This is an optimization exercise on Yosys and OpenROAD, whose aim is small area and a short achievable clock period, not a production implementation.
The RTL was checked by simulation tests, not by an equivalence proof against the original design.

==> flow/design.v, too long to show whole: its modules and the start of the top module <==
// module fir_pipe_1: 841 lines
// module fa3: 4 lines
module fir_pipe_1(
    input clk,
    input reset_p,
    input [15:0]x,
    output [15:0]y
    );
  // ...
==> flow/flow/run.sh <==
#!/bin/bash
# Standard layout flow, with the timing repair steps asked to leave a setup
# margin below the clock period (the constraints themselves are unchanged).
set -euo pipefail
bash standard.sh SETUP_SLACK_MARGIN=${FLOW_MARGIN:-6.9} finish > standard.log 2>&1
==> flow/standard.sh <==
#!/bin/bash
# synth_recipe.tcl (not shown) runs the flow's synth.tcl, then flattens the netlist and writes it again
# the make line also repeats each setting of config.mk as NAME=value (left out here)
make -C /OpenROAD-flow-scripts/flow DESIGN_CONFIG=/design/flow/config.mk WORK_HOME=/design/flow/orfs CLKGATE_MAP_FILE= SYNTH_SCRIPT=/design/flow/synth_recipe.tcl "${@:-finish}"
==> flow/config.mk <==
export PLATFORM = sky130hd
export DESIGN_NAME = fir_pipe_1
export DESIGN_NICKNAME = fir_pipe_1
export VERILOG_FILES = /design/flow/design.v
export SDC_FILE = /design/flow/constraint.sdc
export NUM_CORES = 4
export LEC_CHECK = 0
export CAP_MARGIN = 20
export CORE_MARGIN = 2
export CORE_UTILIZATION = 40
export CTS_BUF_LIST = sky130_fd_sc_hd__clkbuf_8
export SLEW_MARGIN = 20
export SYNTH_HIERARCHICAL = 1
==> flow/constraint.sdc <==
create_clock -name core_clock -period 10.0 [get_ports {clk}]
set_input_delay 2.0000 -clock core_clock [delete_from_list [all_inputs] [get_ports {clk}]]
set_output_delay 2.0000 -clock core_clock [all_outputs]
set_load 0.01 [all_outputs]
==> run_results.csv, run 1 <==
group,metric,value,unit
placement,port_buffers,33,
synthesis,synthArstFlopShare,0.969,
synthesis,xor_xnor_fraction_of_synth_area,0.0246,
placement,pre_cts_slack,5.66,ns
final_layout,ff_latch_area,12800,µm²
final_layout,antenna_cells,2,
clock_tree,max-clock-path-buffers,3,
final_layout,final_layout_size_suffix_gt1_frac,0.241,
sta,hold-worst-slack,0.323,ns
sta,slew_headroom,0.550,
sta,slew_violations,0,
final_layout,largest_class,"sequential cells",
sta,rsz0062_at_grt,"yes",
synthesis,synthesized_area_fraction_occupied_by_ao_oa_aoi_and_oai_cells,0.0540,
global_route,number_of_global_route_vias_before_repair,15200,
route,m1WireLength,25.6,mm
route,detail_route.wirelength,57.7,mm
synthesis,synth_simple_gate_area_share,0.0343,
worst_hold_path,worst_hold_path.endpoint,"d[9][13]",
worst_hold_path,hold_class,"flip-flop to flip-flop",
synthesis,ys_top_cells_by_area,"dfrtp_1, fa_1, ha_1, dfstp_2, inv_1",
route,viasPerCell,4.85,
final_layout,fill_cells,5368,
floorplan,floorplan_row_count,92,
clock_tree,post-cts-setup-buffer-count,57,
route,routed-wl-met2,27.0,mm
sta,fin_setup_tns,0,ns
sta,setup-violations-final,0,
worst_hold_path,hold_path_cell_cnt,0,
run_status,outcome,"complete, no violations",
route,antenna_left,0,
global_route,groute.layer.met2.usage,0.293,
synthesis,synth_top_family_by_area,"adder cells",
sta,timing_worst_slew_pin_value,0.675,ns
final_layout,largestRegisters,"d x304, rr x106",
synthesis,synth_most_common_cell,"dfrtp_1",
final_layout,multiInputGateArea,12500,µm²
==> run 2, diff against run 1 <==
--- a/flow/design.v
+++ b/flow/design.v
@@ -1,43 +1,345 @@
 `timescale 1ns / 1ps
 module fir_pipe_1(
     input clk,
     input reset_p,
     input [15:0]x,
     output [15:0]y
     );
     reg [15:0] d [1:19];
+    reg [3:0] fill;
     integer i;
+    always @(posedge clk) begin
+        d[1] <= x;
+        for (i = 2; i <= 8; i = i + 1) d[i] <= d[i-1];
+    end
     always @(posedge clk or posedge reset_p) begin
         if (reset_p) begin
-            for (i = 1; i <= 19; i = i + 1) d[i] <= 16'd0;
+            fill <= 4'd0;
+            for (i = 9; i <= 19; i = i + 1) d[i] <= 16'd0;
         end else begin
-            d[1] <= x;
-            for (i = 2; i <= 19; i = i + 1) d[i] <= d[i-1];
+            if (fill != 4'd8) fill <= fill + 4'd1;
+            d[9] <= (fill == 4'd8) ? d[8] : 16'd0;
+            for (i = 10; i <= 19; i = i + 1) d[i] <= d[i-1];
         end
     end
     reg [16:0] p0;
     reg [16:0] p1;
     reg [16:0] p2;
     reg [16:0] p3;
     reg [16:0] p4;
+    wire [16:0] pa0_a = {d[9][15], d[9][15], d[9][14], d[9][13], d[9][12], d[9][11], d[9][10], d[9][9], d[9][8], d[9][7], d[9][6], d[9][5], d[9][4], d[9][3], d[9][2], d[9][1], d[9][0]};
+    wire [16:0] pa0_b = {d[19][15], d[19][15], d[19][14], d[19][13], d[19][12], d[19][11], d[19][10], d[19][9], d[19][8], d[19][7], d[19][6], d[19][5], d[19][4], d[19][3], d[19][2], d[19][1], d[19][0]};
+    wire [16:0] pa0_g = pa0_a & pa0_b;
+    wire [16:0] pa0_p = pa0_a ^ pa0_b;
+    wire pa0_G1 = pa0_g[1] | (pa0_p[1] & pa0_g[0]);
+    wire pa0_P1 = pa0_p[1] & pa0_p[0];
+    wire pa0_G2 = pa0_g[3] | (pa0_p[3] & pa0_g[2]);
+    wire pa0_P2 = pa0_p[3] & pa0_p[2];
+    wire pa0_G3 = pa0_g[5] | (pa0_p[5] & pa0_g[4]);
+    wire pa0_P3 = pa0_p[5] & pa0_p[4];
+    wire pa0_G4 = pa0_g[7] | (pa0_p[7] & pa0_g[6]);
+    wire pa0_P4 = pa0_p[7] & pa0_p[6];
+    wire pa0_G5 = pa0_g[9] | (pa0_p[9] & pa0_g[8]);
+    wire pa0_P5 = pa0_p[9] & pa0_p[8];
+    wire pa0_G6 = pa0_g[11] | (pa0_p[11] & pa0_g[10]);
+    wire pa0_P6 = pa0_p[11] & pa0_p[10];
+    wire pa0_G7 = pa0_g[13] | (pa0_p[13] & pa0_g[12]);
+    wire pa0_P7 = pa0_p[13] & pa0_p[12];
+    wire pa0_G8 = pa0_g[15] | (pa0_p[15] & pa0_g[14]);
+    wire pa0_P8 = pa0_p[15] & pa0_p[14];
+    wire pa0_G9 = pa0_G2 | (pa0_P2 & pa0_G1);
+    wire pa0_P9 = pa0_P2 & pa0_P1;
+    wire pa0_G10 = pa0_G4 | (pa0_P4 & pa0_G3);
+    wire pa0_P10 = pa0_P4 & pa0_P3;
+    wire pa0_G11 = pa0_G6 | (pa0_P6 & pa0_G5);
+    wire pa0_P11 = pa0_P6 & pa0_P5;
+    wire pa0_G12 = pa0_G8 | (pa0_P8 & pa0_G7);
+    wire pa0_P12 = pa0_P8 & pa0_P7;
+    wire pa0_G13 = pa0_G10 | (pa0_P10 & pa0_G9);
+    wire pa0_P13 = pa0_P10 & pa0_P9;
+    wire pa0_G14 = pa0_G12 | (pa0_P12 & pa0_G11);
+    wire pa0_P14 = pa0_P12 & pa0_P11;
+    wire pa0_G15 = pa0_G14 | (pa0_P14 & pa0_G13);
+    wire pa0_P15 = pa0_P14 & pa0_P13;
+    wire pa0_G16 = pa0_G11 | (pa0_P11 & pa0_G13);
+    wire pa0_P16 = pa0_P11 & pa0_P13;
+    wire pa0_G17 = pa0_G3 | (pa0_P3 & pa0_G9);
+    wire pa0_P17 = pa0_P3 & pa0_P9;
+    wire pa0_G18 = pa0_G5 | (pa0_P5 & pa0_G13);
+    wire pa0_P18 = pa0_P5 & pa0_P13;
+    wire pa0_G19 = pa0_G7 | (pa0_P7 & pa0_G16);
+    wire pa0_P19 = pa0_P7 & pa0_P16;
+    wire pa0_G20 = pa0_g[2] | (pa0_p[2] & pa0_G1);
+    wire pa0_P20 = pa0_p[2] & pa0_P1;
+    wire pa0_G21 = pa0_g[4] | (pa0_p[4] & pa0_G9);
+    wire pa0_P21 = pa0_p[4] & pa0_P9;
+    wire pa0_G22 = pa0_g[6] | (pa0_p[6] & pa0_G17);
+    wire pa0_P22 = pa0_p[6] & pa0_P17;
+    wire pa0_G23 = pa0_g[8] | (pa0_p[8] & pa0_G13);
+    wire pa0_P23 = pa0_p[8] & pa0_P13;
+    wire pa0_G24 = pa0_g[10] | (pa0_p[10] & pa0_G18);
+    wire pa0_P24 = pa0_p[10] & pa0_P18;
+    wire pa0_G25 = pa0_g[12] | (pa0_p[12] & pa0_G16);
+    wire pa0_P25 = pa0_p[12] & pa0_P16;
+    wire pa0_G26 = pa0_g[14] | (pa0_p[14] & pa0_G19);
+    wire pa0_P26 = pa0_p[14] & pa0_P19;
+    wire pa0_G27 = pa0_g[16] | (pa0_p[16] & pa0_G15);
+    wire pa0_P27 = pa0_p[16] & pa0_P15;
+    wire [16:0] pn0 = {pa0_p[16] ^ pa0_G15, pa0_p[15] ^ pa0_G26, pa0_p[14] ^ pa0_G19, pa0_p[13] ^ pa0_G25, pa0_p[12] ^ pa0_G16, pa0_p[11] ^ pa0_G24, pa0_p[10] ^ pa0_G18, pa0_p[9] ^ pa0_G23, pa0_p[8] ^ pa0_G13, pa0_p[7] ^ pa0_G22, pa0_p[6] ^ pa0_G17, pa0_p[5] ^ pa0_G21, pa0_p[4] ^ pa0_G9, pa0_p[3] ^ pa0_G20, pa0_p[2] ^ pa0_G1, pa0_p[1] ^ pa0_g[0], pa0_p[0]};
+    wire [16:0] pa1_a = {d[10][15], d[10][15], d[10][14], d[10][13], d[10][12], d[10][11], d[10][10], d[10][9], d[10][8], d[10][7], d[10][6], d[10][5], d[10][4], d[10][3], d[10][2], d[10][1], d[10][0]};
+    wire [16:0] pa1_b = {d[18][15], d[18][15], d[18][14], d[18][13], d[18][12], d[18][11], d[18][10], d[18][9], d[18][8], d[18][7], d[18][6], d[18][5], d[18][4], d[18][3], d[18][2], d[18][1], d[18][0]};
+    wire [16:0] pa1_g = pa1_a & pa1_b;
+    wire [16:0] pa1_p = pa1_a ^ pa1_b;
+    wire pa1_G1 = pa1_g[1] | (pa1_p[1] & pa1_g[0]);
+    wire pa1_P1 = pa1_p[1] & pa1_p[0];
+    wire pa1_G2 = pa1_g[3] | (pa1_p[3] & pa1_g[2]);
+    wire pa1_P2 = pa1_p[3] & pa1_p[2];
+    wire pa1_G3 = pa1_g[5] | (pa1_p[5] & pa1_g[4]);
+    wire pa1_P3 = pa1_p[5] & pa1_p[4];
+    wire pa1_G4 = pa1_g[7] | (pa1_p[7] & pa1_g[6]);
+    wire pa1_P4 = pa1_p[7] & pa1_p[6];
+    wire pa1_G5 = pa1_g[9] | (pa1_p[9] & pa1_g[8]);
+    wire pa1_P5 = pa1_p[9] & pa1_p[8];
+    wire pa1_G6 = pa1_g[11] | (pa1_p[11] & pa1_g[10]);
+    wire pa1_P6 = pa1_p[11] & pa1_p[10];
+    wire pa1_G7 = pa1_g[13] | (pa1_p[13] & pa1_g[12]);
+    wire pa1_P7 = pa1_p[13] & pa1_p[12];
+    wire pa1_G8 = pa1_g[15] | (pa1_p[15] & pa1_g[14]);
+    wire pa1_P8 = pa1_p[15] & pa1_p[14];
+    wire pa1_G9 = pa1_G2 | (pa1_P2 & pa1_G1);
+    wire pa1_P9 = pa1_P2 & pa1_P1;
+    wire pa1_G10 = pa1_G4 | (pa1_P4 & pa1_G3);
+    wire pa1_P10 = pa1_P4 & pa1_P3;
+    wire pa1_G11 = pa1_G6 | (pa1_P6 & pa1_G5);
+    wire pa1_P11 = pa1_P6 & pa1_P5;
+    wire pa1_G12 = pa1_G8 | (pa1_P8 & pa1_G7);
+    wire pa1_P12 = pa1_P8 & pa1_P7;
+    wire pa1_G13 = pa1_G10 | (pa1_P10 & pa1_G9);
+    wire pa1_P13 = pa1_P10 & pa1_P9;
+    wire pa1_G14 = pa1_G12 | (pa1_P12 & pa1_G11);
+    wire pa1_P14 = pa1_P12 & pa1_P11;
+    wire pa1_G15 = pa1_G14 | (pa1_P14 & pa1_G13);
+    wire pa1_P15 = pa1_P14 & pa1_P13;
+    wire pa1_G16 = pa1_G11 | (pa1_P11 & pa1_G13);
+    wire pa1_P16 = pa1_P11 & pa1_P13;
+    wire pa1_G17 = pa1_G3 | (pa1_P3 & pa1_G9);
+    wire pa1_P17 = pa1_P3 & pa1_P9;
+    wire pa1_G18 = pa1_G5 | (pa1_P5 & pa1_G13);
+    wire pa1_P18 = pa1_P5 & pa1_P13;
+    wire pa1_G19 = pa1_G7 | (pa1_P7 & pa1_G16);
+    wire pa1_P19 = pa1_P7 & pa1_P16;
+    wire pa1_G20 = pa1_g[2] | (pa1_p[2] & pa1_G1);
+    wire pa1_P20 = pa1_p[2] & pa1_P1;
+    wire pa1_G21 = pa1_g[4] | (pa1_p[4] & pa1_G9);
+    wire pa1_P21 = pa1_p[4] & pa1_P9;
+    wire pa1_G22 = pa1_g[6] | (pa1_p[6] & pa1_G17);
+    wire pa1_P22 = pa1_p[6] & pa1_P17;
+    wire pa1_G23 = pa1_g[8] | (pa1_p[8] & pa1_G13);
+    wire pa1_P23 = pa1_p[8] & pa1_P13;
+    wire pa1_G24 = pa1_g[10] | (pa1_p[10] & pa1_G18);
+    wire pa1_P24 = pa1_p[10] & pa1_P18;
+    wire pa1_G25 = pa1_g[12] | (pa1_p[12] & pa1_G16);
+    wire pa1_P25 = pa1_p[12] & pa1_P16;
+    wire pa1_G26 = pa1_g[14] | (pa1_p[14] & pa1_G19);
+    wire pa1_P26 = pa1_p[14] & pa1_P19;
+    wire pa1_G27 = pa1_g[16] | (pa1_p[16] & pa1_G15);
+    wire pa1_P27 = pa1_p[16] & pa1_P15;
+    wire [16:0] pn1 = {pa1_p[16] ^ pa1_G15, pa1_p[15] ^ pa1_G26, pa1_p[14] ^ pa1_G19, pa1_p[13] ^ pa1_G25, pa1_p[12] ^ pa1_G16, pa1_p[11] ^ pa1_G24, pa1_p[10] ^ pa1_G18, pa1_p[9] ^ pa1_G23, pa1_p[8] ^ pa1_G13, pa1_p[7] ^ pa1_G22, pa1_p[6] ^ pa1_G17, pa1_p[5] ^ pa1_G21, pa1_p[4] ^ pa1_G9, pa1_p[3] ^ pa1_G20, pa1_p[2] ^ pa1_G1, pa1_p[1] ^ pa1_g[0], pa1_p[0]};
+    wire [16:0] pa2_a = {d[11][15], d[11][15], d[11][14], d[11][13], d[11][12], d[11][11], d[11][10], d[11][9], d[11][8], d[11][7], d[11][6], d[11][5], d[11][4], d[11][3], d[11][2], d[11][1], d[11][0]};
+    wire [16:0] pa2_b = {d[17][15], d[17][15], d[17][14], d[17][13], d[17][12], d[17][11], d[17][10], d[17][9], d[17][8], d[17][7], d[17][6], d[17][5], d[17][4], d[17][3], d[17][2], d[17][1], d[17][0]};
+    wire [16:0] pa2_g = pa2_a & pa2_b;
+    wire [16:0] pa2_p = pa2_a ^ pa2_b;
+    wire pa2_G1 = pa2_g[1] | (pa2_p[1] & pa2_g[0]);
+    wire pa2_P1 = pa2_p[1] & pa2_p[0];
+    wire pa2_G2 = pa2_g[3] | (pa2_p[3] & pa2_g[2]);
+    wire pa2_P2 = pa2_p[3] & pa2_p[2];
+    wire pa2_G3 = pa2_g[5] | (pa2_p[5] & pa2_g[4]);
+    wire pa2_P3 = pa2_p[5] & pa2_p[4];
+    wire pa2_G4 = pa2_g[7] | (pa2_p[7] & pa2_g[6]);
+    wire pa2_P4 = pa2_p[7] & pa2_p[6];
+    wire pa2_G5 = pa2_g[9] | (pa2_p[9] & pa2_g[8]);
+    wire pa2_P5 = pa2_p[9] & pa2_p[8];
+    wire pa2_G6 = pa2_g[11] | (pa2_p[11] & pa2_g[10]);
+    wire pa2_P6 = pa2_p[11] & pa2_p[10];
+    wire pa2_G7 = pa2_g[13] | (pa2_p[13] & pa2_g[12]);
+    wire pa2_P7 = pa2_p[13] & pa2_p[12];
+    wire pa2_G8 = pa2_g[15] | (pa2_p[15] & pa2_g[14]);
+    wire pa2_P8 = pa2_p[15] & pa2_p[14];
+    wire pa2_G9 = pa2_G2 | (pa2_P2 & pa2_G1);
+    wire pa2_P9 = pa2_P2 & pa2_P1;
+    wire pa2_G10 = pa2_G4 | (pa2_P4 & pa2_G3);
+    wire pa2_P10 = pa2_P4 & pa2_P3;
+    wire pa2_G11 = pa2_G6 | (pa2_P6 & pa2_G5);
+    wire pa2_P11 = pa2_P6 & pa2_P5;
+    wire pa2_G12 = pa2_G8 | (pa2_P8 & pa2_G7);
+    wire pa2_P12 = pa2_P8 & pa2_P7;
+    wire pa2_G13 = pa2_G10 | (pa2_P10 & pa2_G9);
+    wire pa2_P13 = pa2_P10 & pa2_P9;
+    wire pa2_G14 = pa2_G12 | (pa2_P12 & pa2_G11);
+    wire pa2_P14 = pa2_P12 & pa2_P11;
+    wire pa2_G15 = pa2_G14 | (pa2_P14 & pa2_G13);
+    wire pa2_P15 = pa2_P14 & pa2_P13;
+    wire pa2_G16 = pa2_G11 | (pa2_P11 & pa2_G13);
+    wire pa2_P16 = pa2_P11 & pa2_P13;
+    wire pa2_G17 = pa2_G3 | (pa2_P3 & pa2_G9);
+    wire pa2_P17 = pa2_P3 & pa2_P9;
+    wire pa2_G18 = pa2_G5 | (pa2_P5 & pa2_G13);
+    wire pa2_P18 = pa2_P5 & pa2_P13;
+    wire pa2_G19 = pa2_G7 | (pa2_P7 & pa2_G16);
+    wire pa2_P19 = pa2_P7 & pa2_P16;
+    wire pa2_G20 = pa2_g[2] | (pa2_p[2] & pa2_G1);
+    wire pa2_P20 = pa2_p[2] & pa2_P1;
+    wire pa2_G21 = pa2_g[4] | (pa2_p[4] & pa2_G9);
+    wire pa2_P21 = pa2_p[4] & pa2_P9;
+    wire pa2_G22 = pa2_g[6] | (pa2_p[6] & pa2_G17);
+    wire pa2_P22 = pa2_p[6] & pa2_P17;
+    wire pa2_G23 = pa2_g[8] | (pa2_p[8] & pa2_G13);
+    wire pa2_P23 = pa2_p[8] & pa2_P13;
+    wire pa2_G24 = pa2_g[10] | (pa2_p[10] & pa2_G18);
+    wire pa2_P24 = pa2_p[10] & pa2_P18;
+    wire pa2_G25 = pa2_g[12] | (pa2_p[12] & pa2_G16);
+    wire pa2_P25 = pa2_p[12] & pa2_P16;
+    wire pa2_G26 = pa2_g[14] | (pa2_p[14] & pa2_G19);
+    wire pa2_P26 = pa2_p[14] & pa2_P19;
+    wire pa2_G27 = pa2_g[16] | (pa2_p[16] & pa2_G15);
+    wire pa2_P27 = pa2_p[16] & pa2_P15;
+    wire [16:0] pn2 = {pa2_p[16] ^ pa2_G15, pa2_p[15] ^ pa2_G26, pa2_p[14] ^ pa2_G19, pa2_p[13] ^ pa2_G25, pa2_p[12] ^ pa2_G16, pa2_p[11] ^ pa2_G24, pa2_p[10] ^ pa2_G18, pa2_p[9] ^ pa2_G23, pa2_p[8] ^ pa2_G13, pa2_p[7] ^ pa2_G22, pa2_p[6] ^ pa2_G17, pa2_p[5] ^ pa2_G21, pa2_p[4] ^ pa2_G9, pa2_p[3] ^ pa2_G20, pa2_p[2] ^ pa2_G1, pa2_p[1] ^ pa2_g[0], pa2_p[0]};
+    wire [16:0] pa3_a = {d[12][15], d[12][15], d[12][14], d[12][13], d[12][12], d[12][11], d[12][10], d[12][9], d[12][8], d[12][7], d[12][6], d[12][5], d[12][4], d[12][3], d[12][2], d[12][1], d[12][0]};
+    wire [16:0] pa3_b = {d[16][15], d[16][15], d[16][14], d[16][13], d[16][12], d[16][11], d[16][10], d[16][9], d[16][8], d[16][7], d[16][6], d[16][5], d[16][4], d[16][3], d[16][2], d[16][1], d[16][0]};
+    wire [16:0] pa3_g = pa3_a & pa3_b;
+    wire [16:0] pa3_p = pa3_a ^ pa3_b;
+    wire pa3_G1 = pa3_g[1] | (pa3_p[1] & pa3_g[0]);
+    wire pa3_P1 = pa3_p[1] & pa3_p[0];
+    wire pa3_G2 = pa3_g[3] | (pa3_p[3] & pa3_g[2]);
+    wire pa3_P2 = pa3_p[3] & pa3_p[2];
+    wire pa3_G3 = pa3_g[5] | (pa3_p[5] & pa3_g[4]);
+    wire pa3_P3 = pa3_p[5] & pa3_p[4];
+    wire pa3_G4 = pa3_g[7] | (pa3_p[7] & pa3_g[6]);
+    wire pa3_P4 = pa3_p[7] & pa3_p[6];
+    wire pa3_G5 = pa3_g[9] | (pa3_p[9] & pa3_g[8]);
+    wire pa3_P5 = pa3_p[9] & pa3_p[8];
+    wire pa3_G6 = pa3_g[11] | (pa3_p[11] & pa3_g[10]);
+    wire pa3_P6 = pa3_p[11] & pa3_p[10];
+    wire pa3_G7 = pa3_g[13] | (pa3_p[13] & pa3_g[12]);
+    wire pa3_P7 = pa3_p[13] & pa3_p[12];
+    wire pa3_G8 = pa3_g[15] | (pa3_p[15] & pa3_g[14]);
+    wire pa3_P8 = pa3_p[15] & pa3_p[14];
+    wire pa3_G9 = pa3_G2 | (pa3_P2 & pa3_G1);
+    wire pa3_P9 = pa3_P2 & pa3_P1;
+    wire pa3_G10 = pa3_G4 | (pa3_P4 & pa3_G3);
+    wire pa3_P10 = pa3_P4 & pa3_P3;
+    wire pa3_G11 = pa3_G6 | (pa3_P6 & pa3_G5);
+    wire pa3_P11 = pa3_P6 & pa3_P5;
+    wire pa3_G12 = pa3_G8 | (pa3_P8 & pa3_G7);
+    wire pa3_P12 = pa3_P8 & pa3_P7;
+    wire pa3_G13 = pa3_G10 | (pa3_P10 & pa3_G9);
+    wire pa3_P13 = pa3_P10 & pa3_P9;
+    wire pa3_G14 = pa3_G12 | (pa3_P12 & pa3_G11);
+    wire pa3_P14 = pa3_P12 & pa3_P11;
+    wire pa3_G15 = pa3_G14 | (pa3_P14 & pa3_G13);
+    wire pa3_P15 = pa3_P14 & pa3_P13;
+    wire pa3_G16 = pa3_G11 | (pa3_P11 & pa3_G13);
+    wire pa3_P16 = pa3_P11 & pa3_P13;
+    wire pa3_G17 = pa3_G3 | (pa3_P3 & pa3_G9);
+    wire pa3_P17 = pa3_P3 & pa3_P9;
+    wire pa3_G18 = pa3_G5 | (pa3_P5 & pa3_G13);
+    wire pa3_P18 = pa3_P5 & pa3_P13;
+    wire pa3_G19 = pa3_G7 | (pa3_P7 & pa3_G16);
+    wire pa3_P19 = pa3_P7 & pa3_P16;
+    wire pa3_G20 = pa3_g[2] | (pa3_p[2] & pa3_G1);
+    wire pa3_P20 = pa3_p[2] & pa3_P1;
+    wire pa3_G21 = pa3_g[4] | (pa3_p[4] & pa3_G9);
+    wire pa3_P21 = pa3_p[4] & pa3_P9;
+    wire pa3_G22 = pa3_g[6] | (pa3_p[6] & pa3_G17);
+    wire pa3_P22 = pa3_p[6] & pa3_P17;
+    wire pa3_G23 = pa3_g[8] | (pa3_p[8] & pa3_G13);
+    wire pa3_P23 = pa3_p[8] & pa3_P13;
+    wire pa3_G24 = pa3_g[10] | (pa3_p[10] & pa3_G18);
+    wire pa3_P24 = pa3_p[10] & pa3_P18;
+    wire pa3_G25 = pa3_g[12] | (pa3_p[12] & pa3_G16);
+    wire pa3_P25 = pa3_p[12] & pa3_P16;
+    wire pa3_G26 = pa3_g[14] | (pa3_p[14] & pa3_G19);
+    wire pa3_P26 = pa3_p[14] & pa3_P19;
+    wire pa3_G27 = pa3_g[16] | (pa3_p[16] & pa3_G15);
+    wire pa3_P27 = pa3_p[16] & pa3_P15;
+    wire [16:0] pn3 = {pa3_p[16] ^ pa3_G15, pa3_p[15] ^ pa3_G26, pa3_p[14] ^ pa3_G19, pa3_p[13] ^ pa3_G25, pa3_p[12] ^ pa3_G16, pa3_p[11] ^ pa3_G24, pa3_p[10] ^ pa3_G18, pa3_p[9] ^ pa3_G23, pa3_p[8] ^ pa3_G13, pa3_p[7] ^ pa3_G22, pa3_p[6] ^ pa3_G17, pa3_p[5] ^ pa3_G21, pa3_p[4] ^ pa3_G9, pa3_p[3] ^ pa3_G20, pa3_p[2] ^ pa3_G1, pa3_p[1] ^ pa3_g[0], pa3_p[0]};
+    wire [16:0] pa4_a = {d[13][15], d[13][15], d[13][14], d[13][13], d[13][12], d[13][11], d[13][10], d[13][9], d[13][8], d[13][7], d[13][6], d[13][5], d[13][4], d[13][3], d[13][2], d[13][1], d[13][0]};
+    wire [16:0] pa4_b = {d[15][15], d[15][15], d[15][14], d[15][13], d[15][12], d[15][11], d[15][10], d[15][9], d[15][8], d[15][7], d[15][6], d[15][5], d[15][4], d[15][3], d[15][2], d[15][1], d[15][0]};
+    wire [16:0] pa4_g = pa4_a & pa4_b;
+    wire [16:0] pa4_p = pa4_a ^ pa4_b;
+    wire pa4_G1 = pa4_g[1] | (pa4_p[1] & pa4_g[0]);
+    wire pa4_P1 = pa4_p[1] & pa4_p[0];
+    wire pa4_G2 = pa4_g[3] | (pa4_p[3] & pa4_g[2]);
+    wire pa4_P2 = pa4_p[3] & pa4_p[2];
+    wire pa4_G3 = pa4_g[5] | (pa4_p[5] & pa4_g[4]);
+    wire pa4_P3 = pa4_p[5] & pa4_p[4];
+    wire pa4_G4 = pa4_g[7] | (pa4_p[7] & pa4_g[6]);
+    wire pa4_P4 = pa4_p[7] & pa4_p[6];
+    wire pa4_G5 = pa4_g[9] | (pa4_p[9] & pa4_g[8]);
+    wire pa4_P5 = pa4_p[9] & pa4_p[8];
+    wire pa4_G6 = pa4_g[11] | (pa4_p[11] & pa4_g[10]);
+    wire pa4_P6 = pa4_p[11] & pa4_p[10];
+    wire pa4_G7 = pa4_g[13] | (pa4_p[13] & pa4_g[12]);
+    wire pa4_P7 = pa4_p[13] & pa4_p[12];
+    wire pa4_G8 = pa4_g[15] | (pa4_p[15] & pa4_g[14]);
+    wire pa4_P8 = pa4_p[15] & pa4_p[14];
+    wire pa4_G9 = pa4_G2 | (pa4_P2 & pa4_G1);
+    wire pa4_P9 = pa4_P2 & pa4_P1;
+    wire pa4_G10 = pa4_G4 | (pa4_P4 & pa4_G3);
+    wire pa4_P10 = pa4_P4 & pa4_P3;
+    wire pa4_G11 = pa4_G6 | (pa4_P6 & pa4_G5);
+    wire pa4_P11 = pa4_P6 & pa4_P5;
+    wire pa4_G12 = pa4_G8 | (pa4_P8 & pa4_G7);
+    wire pa4_P12 = pa4_P8 & pa4_P7;
+    wire pa4_G13 = pa4_G10 | (pa4_P10 & pa4_G9);
+    wire pa4_P13 = pa4_P10 & pa4_P9;
+    wire pa4_G14 = pa4_G12 | (pa4_P12 & pa4_G11);
+    wire pa4_P14 = pa4_P12 & pa4_P11;
+    wire pa4_G15 = pa4_G14 | (pa4_P14 & pa4_G13);
+    wire pa4_P15 = pa4_P14 & pa4_P13;
+    wire pa4_G16 = pa4_G11 | (pa4_P11 & pa4_G13);
+    wire pa4_P16 = pa4_P11 & pa4_P13;
+    wire pa4_G17 = pa4_G3 | (pa4_P3 & pa4_G9);
+    wire pa4_P17 = pa4_P3 & pa4_P9;
+    wire pa4_G18 = pa4_G5 | (pa4_P5 & pa4_G13);
+    wire pa4_P18 = pa4_P5 & pa4_P13;
+    wire pa4_G19 = pa4_G7 | (pa4_P7 & pa4_G16);
+    wire pa4_P19 = pa4_P7 & pa4_P16;
+    wire pa4_G20 = pa4_g[2] | (pa4_p[2] & pa4_G1);
+    wire pa4_P20 = pa4_p[2] & pa4_P1;
+    wire pa4_G21 = pa4_g[4] | (pa4_p[4] & pa4_G9);
+    wire pa4_P21 = pa4_p[4] & pa4_P9;
+    wire pa4_G22 = pa4_g[6] | (pa4_p[6] & pa4_G17);
+    wire pa4_P22 = pa4_p[6] & pa4_P17;
+    wire pa4_G23 = pa4_g[8] | (pa4_p[8] & pa4_G13);
+    wire pa4_P23 = pa4_p[8] & pa4_P13;
+    wire pa4_G24 = pa4_g[10] | (pa4_p[10] & pa4_G18);
+    wire pa4_P24 = pa4_p[10] & pa4_P18;
+    wire pa4_G25 = pa4_g[12] | (pa4_p[12] & pa4_G16);
+    wire pa4_P25 = pa4_p[12] & pa4_P16;
+    wire pa4_G26 = pa4_g[14] | (pa4_p[14] & pa4_G19);
+    wire pa4_P26 = pa4_p[14] & pa4_P19;
+    wire pa4_G27 = pa4_g[16] | (pa4_p[16] & pa4_G15);
+    wire pa4_P27 = pa4_p[16] & pa4_P15;
+    wire [16:0] pn4 = {pa4_p[16] ^ pa4_G15, pa4_p[15] ^ pa4_G26, pa4_p[14] ^ pa4_G19, pa4_p[13] ^ pa4_G25, pa4_p[12] ^ pa4_G16, pa4_p[11] ^ pa4_G24, pa4_p[10] ^ pa4_G18, pa4_p[9] ^ pa4_G23, pa4_p[8] ^ pa4_G13, pa4_p[7] ^ pa4_G22, pa4_p[6] ^ pa4_G17, pa4_p[5] ^ pa4_G21, pa4_p[4] ^ pa4_G9, pa4_p[3] ^ pa4_G20, pa4_p[2] ^ pa4_G1, pa4_p[1] ^ pa4_g[0], pa4_p[0]};
     always @(posedge clk or posedge reset_p) begin
         if (reset_p) begin
             p0 <= 17'h0;
             p1 <= 17'h0;
             p2 <= 17'h0;
             p3 <= 17'h0;
             p4 <= 17'h0;
         end else begin
-            p0 <= ({d[9][15], d[9]} + {d[19][15], d[19]});
-            p1 <= ({d[10][15], d[10]} + {d[18][15], d[18]});
-            p2 <= ({d[11][15], d[11]} + {d[17][15], d[17]});
-            p3 <= ({d[12][15], d[12]} + {d[16][15], d[16]});
-            p4 <= ({d[13][15], d[13]} + {d[15][15], d[15]});
+            p0 <= pn0;
+            p1 <= pn1;
+            p2 <= pn2;
+            p3 <= pn3;
+            p4 <= pn4;
         end
     end
     wire fs1, fc2;
     assign fs1 = p0[6] ^ p1[7];
     assign fc2 = p0[6] & p1[7];
     wire fs3, fc4;
     fa3 ufs3 (.a(p1[8]), .b(p1[3]), .c(p2[10]), .s(fs3), .co(fc4));
     wire fs5, fc6;
==> flow/config.mk (replaced) <==
export PLATFORM = sky130hd
export DESIGN_NAME = fir_pipe_1
export DESIGN_NICKNAME = fir_pipe_1
export VERILOG_FILES = /design/flow/design.v
export SDC_FILE = /design/flow/constraint.sdc
export NUM_CORES = 4
export LEC_CHECK = 0
export CAP_MARGIN = 20
export CORE_MARGIN = 2
export CORE_UTILIZATION = 60
export CTS_BUF_LIST = sky130_fd_sc_hd__clkbuf_8
export PLACE_DENSITY = 0.8
export SLEW_MARGIN = 20
export SYNTH_HIERARCHICAL = 1
==> run 2 against run 1 <==
Compared with the run above: die area down 34%; count of clock-buffer cells in the layout fell by 7; utilization increased by 22 points; synthesized cell count fell by 2.7%; wire length fell by 11%; worst hold slack got worse by 0.017 ns; sequential share of layout area barely moved; still clean on timing, DRC and antenna; largest cell class unchanged; synthesized area shrank 1.9%; via count is 5.5% lower.
==> run_results.csv, run 2 <==
group,metric,value,unit
sta,clock_skew,0.0433,ns
floorplan,core_area,40800,µm²
synthesis,synth_fp_nets,2106,
floorplan,count_of_pins_on_the_block_boundary,34,
synthesis,synth_top_area_frac,0.352,
synthesis,average_cell_area_after_synthesis,16.0,µm²
sta,final_hold_violation_count,0,
synthesis,synth_most_common_cell,"fa_1",
floorplan,starting_density_of_the_core,0.607,
final_layout,final_cell_mix,"fa_1, dfrtp_1, inv_1",
synthesis,yosys_warnings,9,
placement,placedInstanceArea,25900,µm²
sta,slew_headroom,0.455,
synthesis,synth-seq-cells,515,
clock_tree,root_buffer,"clkbuf_8",
final_layout,fill_cells,2604,
sta,maxClockFrequency,0.284,GHz
route,detail_route.first_pass.iterations,5,
sta,period_needed,3.52,ns
route,routed_wire_length_per_instance,21.7,µm
final_layout,final_layout_size_suffix_gt1_frac,0.236,
worst_hold_path,hold_class,"flip-flop to flip-flop",
final_layout,nNetsFinal,2312,
clock_tree,cts_tree,"built",
final_layout,max_flop_register,"d",
clock_tree,clk_transition_reported_paths,0.06,ns
global_route,initial_antenna_violation_count,0,
global_route,grt.total_usage,0.254,
final_layout,largest_reg_flops,304,
global_route,number_of_global_route_vias_before_repair,14400,
synthesis,synthDominantAreaCellType,"dfrtp_1",
run_status,outcome,"complete, no violations",
clock_tree,cts.hold.buffers_added,0,
final_layout,layout_commonest_cell,"fa_1",
final_layout,syn2layout_area_growth,15.7,%
global_route,global_route.overflow_total,0,
global_route,grt_pass1_wl,80.8,mm
final_layout,antenna_cells,0,
synthesis,number_of_enable_flip_flop_cells_after_synthesis,0,
synthesis,ys_dominant_reg_cell,"dfrtp_1",
setup_path,worst-path-max-fanout,3,
placement,dpl.hpwl,37.7,mm
sta,setup-violations-final,0,
setup_path,cp_data_required_time,10.55,ns
sta,fin_setup_tns,0,ns
setup_path,crit_type,"flip-flop to flip-flop",
sta,rsz0062_at_grt,"yes",
clock_tree,worstSkewPairLatency,0.68,ns
route,viasPerCell,5.30,
synthesis,synthArstFlopShare,0.720,
placement,post-place-cells,2120,
global_route,pin_count_of_the_biggest_net_entering_global_routing,143,
final_layout,largestRegisters,"d x304, rr x106",
synthesis,seq_area_frac_synth,0.492,
route,via_count,12500,
final_layout,layoutNonFillerInstCount,2355,
route,detail_route.wirelength,51.1,mm
synthesis,yosysUniqueCellTypes,56,
setup_path,crit_path_start_kind,"flip-flop",
synthesis,postSynthCellCount,1551,
sta,slew_violations,0,
floorplan,die_area,42900,µm²
floorplan,chipWidth,207,µm
final_layout,finish.instance_area,28700,µm²
route,antenna_left,0,
placement,port_buffers,33,
flow_run,max_cap_viol_count,0,
clock_tree,max-clock-path-buffers,3,
setup_path,end_kind,"flip-flop",
final_layout,finish.utilization,0.702,
clock_tree,clock_sinks,515,
synthesis,synth_area,24800,µm²
sta,timing_worst_slew_pin_value,0.818,ns
placement,gp_congestion,0.935,
placement,pre_cts_slack,5.70,ns
floorplan,floorplan_row_count,74,
synthesis,ys_top_cells_by_area,"dfrtp_1, fa_1, dfxtp_1, ha_1, inv_1",
floorplan,die_height,207,µm
sta,layout_setup_ws,6.48,ns
route,dr.first_iter.drc_count,768,
route,route.detailed.drc,0,
setup_path,critical_path_arrival,4.07,ns
synthesis,yosys-top-cells-count,"fa_1, dfrtp_1, inv_1",
clock_tree,htree_num_levels,3,
sta,final_min_period_over_clock_period,0.352,
clock_tree,number_of_cts_inserted_buffers,80,
==> run 2: modules after synthesis, one instance, submodules excluded <==
module | cells | flip-flops and latches | cell area [µm²] | times used
fir_pipe_1 | 1174 | 515 | 17200 | 1
fa3 | 1 | 0 | 20.0 | 377
==> run 2: worst paths after layout <==
| check | endpoint | slack (ns) | startpoint | cells past startpoint |
|---|---|---|---|---|
| hold / removal | d[3][12] | 0.31 | d[2][12] | 0 |
| min in group asynchronous | d[11][0] | 1.88 | reset_p | 3 |
| max in group asynchronous | rr[86] | 7.10 | reset_p | 4 |
| setup reg to reg | y_r[14] | 6.48 | rr[42] | 10 |
| setup / recovery | y_r[14] | 6.48 | rr[42] | 10 |
| hold reg to reg | d[3][12] | 0.31 | d[2][12] | 0 |
==> run 2: layer usage <==
layer / GRT usage / part of all wire / wire length [µm] / up-vias
li1: - / - / - / 5321
met5: 0 / 0 / 0 / -
met4: 0.106 / 0.037 / 1880 / 0
met2: 0.395 / 0.47 / 24300 / 416
met3: 0.0598 / 0.074 / 3790 / 108
met1: 0.351 / 0.41 / 21200 / 6646
==> run 2: area by class of cell <==
| class | count | area [µm²] | area share |
|---|---|---|---|
| Clock inverter | 48 | 323 | 0.0113 |
| Sequential cell | 515 | 12300 | 0.429 |
| Multi-Input combinational cell | 839 | 12200 | 0.425 |
| Inverter | 196 | 739 | 0.0258 |
| Timing Repair Buffer | 125 | 1090 | 0.0379 |
| Clock buffer | 100 | 1380 | 0.0480 |
| Tap cell | 532 | 666 | 0.0232 |
==> run 2: critical path: stages (launching register included) <==
cell and delay (ns):
dfrtp_1 0.39, fa_1 0.50, fa_1 0.55, ha_4 0.22, a21o_1 0.16, a31o_1 0.23, or4_4 0.54, a21oi_4 0.24
o311ai_4 0.13, o31a_4 0.31, xor2_1 0.14
==> run 2: cells by family after synthesis <==
kind of cell | share of synthesized area
XOR/XNOR | 0.0184
multiplexers | 0.000454
adder cells (fa/ha/maj) | 0.398
AND/OR/NAND/NOR | 0.0260
flip-flops | 0.492
AO/OA/AOI/OAI | 0.0357
buffers and inverters | 0.0298
==> run 2: through the flow <==
stage	hold WS [ns]
2_1_floorplan	0.310
3_3_place_gp	0.310
3_5_place_dp	0.312
4_1_cts	0.305
5_1_grt	0.311
6_report	0.306
==> run 2: repair_timing <==
item,CTS,global route
cloned,0,1
buffers inserted,57,29
pin swaps,32,39
resized for setup,174,71
endpoints found under the setup margin,385,362
==> run 3, diff against run 2 <==
--- a/flow/config.mk
+++ b/flow/config.mk
@@ -8,7 +8,6 @@
 export CAP_MARGIN = 20
 export CORE_MARGIN = 2
-export CORE_UTILIZATION = 60
+export CORE_UTILIZATION = 40
 export CTS_BUF_LIST = sky130_fd_sc_hd__clkbuf_8
-export PLACE_DENSITY = 0.8
 export SLEW_MARGIN = 20
 export SYNTH_HIERARCHICAL = 1
==> run 3 against run 2 <==
Compared with the run above: still clean on timing, DRC and antenna; clock skew is 0.015 ns lower; sequential share of layout area fell by 0.96 points; critical endpoint unchanged; sequential cell count did not move; critical path type unchanged; critical path depth rose by 1; die area rose by 49%; non-clock buffer count rose by 9; highest routed layer unchanged; register-to-register slack is essentially flat.
==> run_results.csv, run 3 <==
group,metric,value,unit
run_status,outcome,"complete, no violations",
route,route.detailed.drc,0,
route,detail_route.wirelength,53.1,mm
synthesis,postSynthCellCount,1551,
global_route,pin_count_of_the_biggest_net_entering_global_routing,85,
synthesis,synth_area,24800,µm²
sta,slew_violations,0,
setup_path,startpoint,"rr[34]",
sta,timing_worst_slew_pin_value,0.820,ns
final_layout,largestRegisters,"d x304, rr x106",
sta,fin_setup_tns,0,ns
sta,slew_headroom,0.453,
setup_path,r2r_end,"y_r[14]",
final_layout,layoutNonFillerInstCount,2639,
clock_tree,cts_tree,"built",
floorplan,die_area,64000,µm²
synthesis,average_cell_area_after_synthesis,16.0,µm²
synthesis,yosys_warnings,9,
floorplan,starting_density_of_the_core,0.403,
global_route,initial_antenna_violation_count,1,
synthesis,synth_top_area_frac,0.352,
setup_path,end_kind,"flip-flop",
final_layout,max_flop_register,"d",
final_layout,final_layout_size_suffix_gt1_frac,0.245,
clock_tree,htree_num_levels,3,
global_route,grt_pass1_wl,82.2,mm
worst_hold_path,hold_class,"flip-flop to flip-flop",
placement,dpl.hpwl,38.8,mm
final_layout,layout_commonest_cell,"fa_1",
final_layout,ff_latch_area,12300,µm²
final_layout,multiInputGateArea,12200,µm²
synthesis,number_of_enable_flip_flop_cells_after_synthesis,0,
setup_path,critical_path_arrival,4.08,ns
synthesis,yosysUniqueCellTypes,56,
worst_hold_path,hold_path_cell_cnt,0,
sta,clock_skew,0.0281,ns
synthesis,ys_top_cells_by_area,"dfrtp_1, fa_1, dfxtp_1, ha_1, inv_1",
clock_tree,clock_sinks,515,
clock_tree,root_buffer,"clkbuf_8",
placement,gp_congestion,0.917,
final_layout,largest_reg_flops,304,
synthesis,synthDominantAreaCellType,"dfrtp_1",
clock_tree,clk_transition_reported_paths,0.06,ns
clock_tree,max-clock-path-buffers,3,
final_layout,syn2layout_area_growth,18.4,%
route,detail_route.first_pass.iterations,4,
sta,period_needed,3.51,ns
floorplan,chipWidth,253,µm
final_layout,fill_cells,5304,
floorplan,core_area,61500,µm²
sta,setup-violations-final,0,
synthesis,synth_most_common_cell,"fa_1",
sta,rsz0062_at_grt,"yes",
global_route,global_route.overflow_total,0,
sta,final_hold_violation_count,0,
clock_tree,worstSkewPairLatency,0.70,ns
setup_path,crit_path_start_kind,"flip-flop",
floorplan,count_of_pins_on_the_block_boundary,34,
route,dr.first_iter.drc_count,660,
global_route,number_of_global_route_vias_before_repair,14000,
route,via_count,12300,
route,viasPerCell,4.67,
synthesis,synth-seq-cells,515,
synthesis,ys_dominant_reg_cell,"dfrtp_1",
setup_path,crit_type,"flip-flop to flip-flop",
setup_path,worstReg2RegStart,"rr[34]",
synthesis,seq_area_frac_synth,0.492,
final_layout,nNetsFinal,2329,
floorplan,floorplan_row_count,91,
clock_tree,cts.hold.buffers_added,0,
synthesis,synthArstFlopShare,0.720,
setup_path,cp_data_required_time,10.57,ns
route,antenna_left,0,
worst_hold_path,worst_hold_path.endpoint,"d[3][12]",
synthesis,synth_fp_nets,2106,
route,routed_wire_length_per_instance,20.1,µm
final_layout,final_cell_mix,"fa_1, dfrtp_1, inv_1",
global_route,grt.total_usage,0.177,
worst_hold_path,worst_hold_startpoint,"d[2][12]",
setup_path,worst-path-max-fanout,2,
placement,post-place-cells,2380,
clock_tree,number_of_cts_inserted_buffers,88,
sta,maxClockFrequency,0.285,GHz
sta,final_min_period_over_clock_period,0.351,
flow_run,max_cap_viol_count,0,
floorplan,die_height,253,µm
setup_path,timing.reg2reg.worst_path_depth,11,
placement,port_buffers,33,
synthesis,yosys-top-cells-count,"fa_1, dfrtp_1, inv_1",
setup_path,timing.reg2reg.setup_slack,6.49,ns
-- run 3: per-layer routing --
metal | GRT usage | up-vias | part of all wire
met2 | 0.278 | 318 | 0.47
met1 | 0.234 | 6526 | 0.44
met5 | 0 | - | 0
met4 | 0.0835 | 0 | 0.040
met3 | 0.0381 | 110 | 0.052
li1 | - | 5361 | -
-- run 3: Yosys stat by module, one instance, submodules excluded --
module	cell area (µm²)	times used
fa3	20.0	377
fir_pipe_1	17200	1
-- run 3: final cells by class --
type                       instances  share of cell area
sequential                       515               0.419
multi-input combinational        839               0.416
clock buffer                     113              0.0530
timing repair buffer             134              0.0400
tap                              790              0.0337
inverter                         196              0.0252
clock inverter                    51              0.0128
antenna                            1           0.0000853
-- run 3: worst max-delay path by stage --
| stage | to | slack (ns) | cells after the start |
|---|---|---|---|
| finish | y_r[14] | 6.49 | 11 |
| global route | y_r[14] | 6.39 | 11 |
| CTS | y_r[14] | 6.46 | 10 |
| detailed placement | rr[71] | 5.77 | 4 |
| global placement | rr[72] | 5.80 | 4 |
| floorplan | d[10][0] | 3.04 | 1 |
-- run 3: critical path, stage by stage, from the launching register on --
cell and delay [ns]:
dfrtp_1 0.34, inv_2 0.04, fa_1 0.55, fa_1 0.46, ha_4 0.24, a21o_1 0.18
a31o_1 0.21, or4_4 0.54, a21oi_4 0.25, o311ai_4 0.14, o31a_4 0.31, xor2_1 0.14
-- run 3: metrics by stage --
step / hold slack [ns] / area (µm²) / worst slack [ns] / util
after global routing: 0.323 / 29300 / 6.39 / 0.477
after global placement: 0.310 / 26200 / 5.80 / 0.427
final: 0.319 / 29300 / 6.49 / 0.477
after floorplan: 0.310 / 24900 / 3.04 / -
after CTS: 0.321 / 28900 / 6.46 / 0.470
after detailed placement: 0.312 / 26200 / 5.77 / 0.427
-- run 3: what timing repair did --
item                                    CTS  global route
gates resized for setup                 190            51
pin swaps                                36            32
setup buffers                            52            41
endpoints found under the setup margin  319           147
cloned                                    1             0
-- run 3: cells by family (layout without fill, tap and decap cells) --
family,after synthesis,count (layout),share of synthesized area
AOI/OAI and AO/OA,127,127,0.0357
and+or+nand+nor,122,122,0.0260
adders and majority gates,537,537,0.398
xor gates and xnor gates,52,52,0.0184
other,0,1,0
muxes,1,1,0.000454
buffers and inverters,197,494,0.0298
DFF,515,515,0.492

-- port drivers added, routing unchanged --
In the flow no input, the clock included, has a driving cell. The finished layouts below were timed again as built, in two steps.
Step 1, drivers: a clkbuf_16 drives clk and a buf_2 each remaining input, both assumed.
Step 2 moves the port delays by t, midway between the first and last clock arrival at a register: inputs arrive t later, outputs are due t later. That takes back most of the time a late clock gives input paths.
a / b / c = no drivers / after step 1 / after step 2; a / b = the first two.
| run | shift t [ns] | slack for setup (ns) | worst setup path at the end | clock arrival spread, ns | cell pins on the clock port's net |
|---|---|---|---|---|---|
| run 1 | 0.734 | 6.638 / 6.638 / 6.338 | input, reset recovery | 0.041 / 0.041 | 1 |
| run 2 | 0.706 | 6.482 / 6.482 / 6.417 | input, reset recovery | 0.052 / 0.052 | 1 |
| run 3 | 0.740 | 6.491 / 6.491 / 6.386 | input, reset recovery | 0.031 / 0.032 | 1 |
After both steps setup and hold are still met in every run listed. For run 1, which loses most, drivers alone change the setup slack by 0.000 ns; drivers and shift together by -0.300 ns. The worst setup slack also covers recovery checks on asynchronous resets.
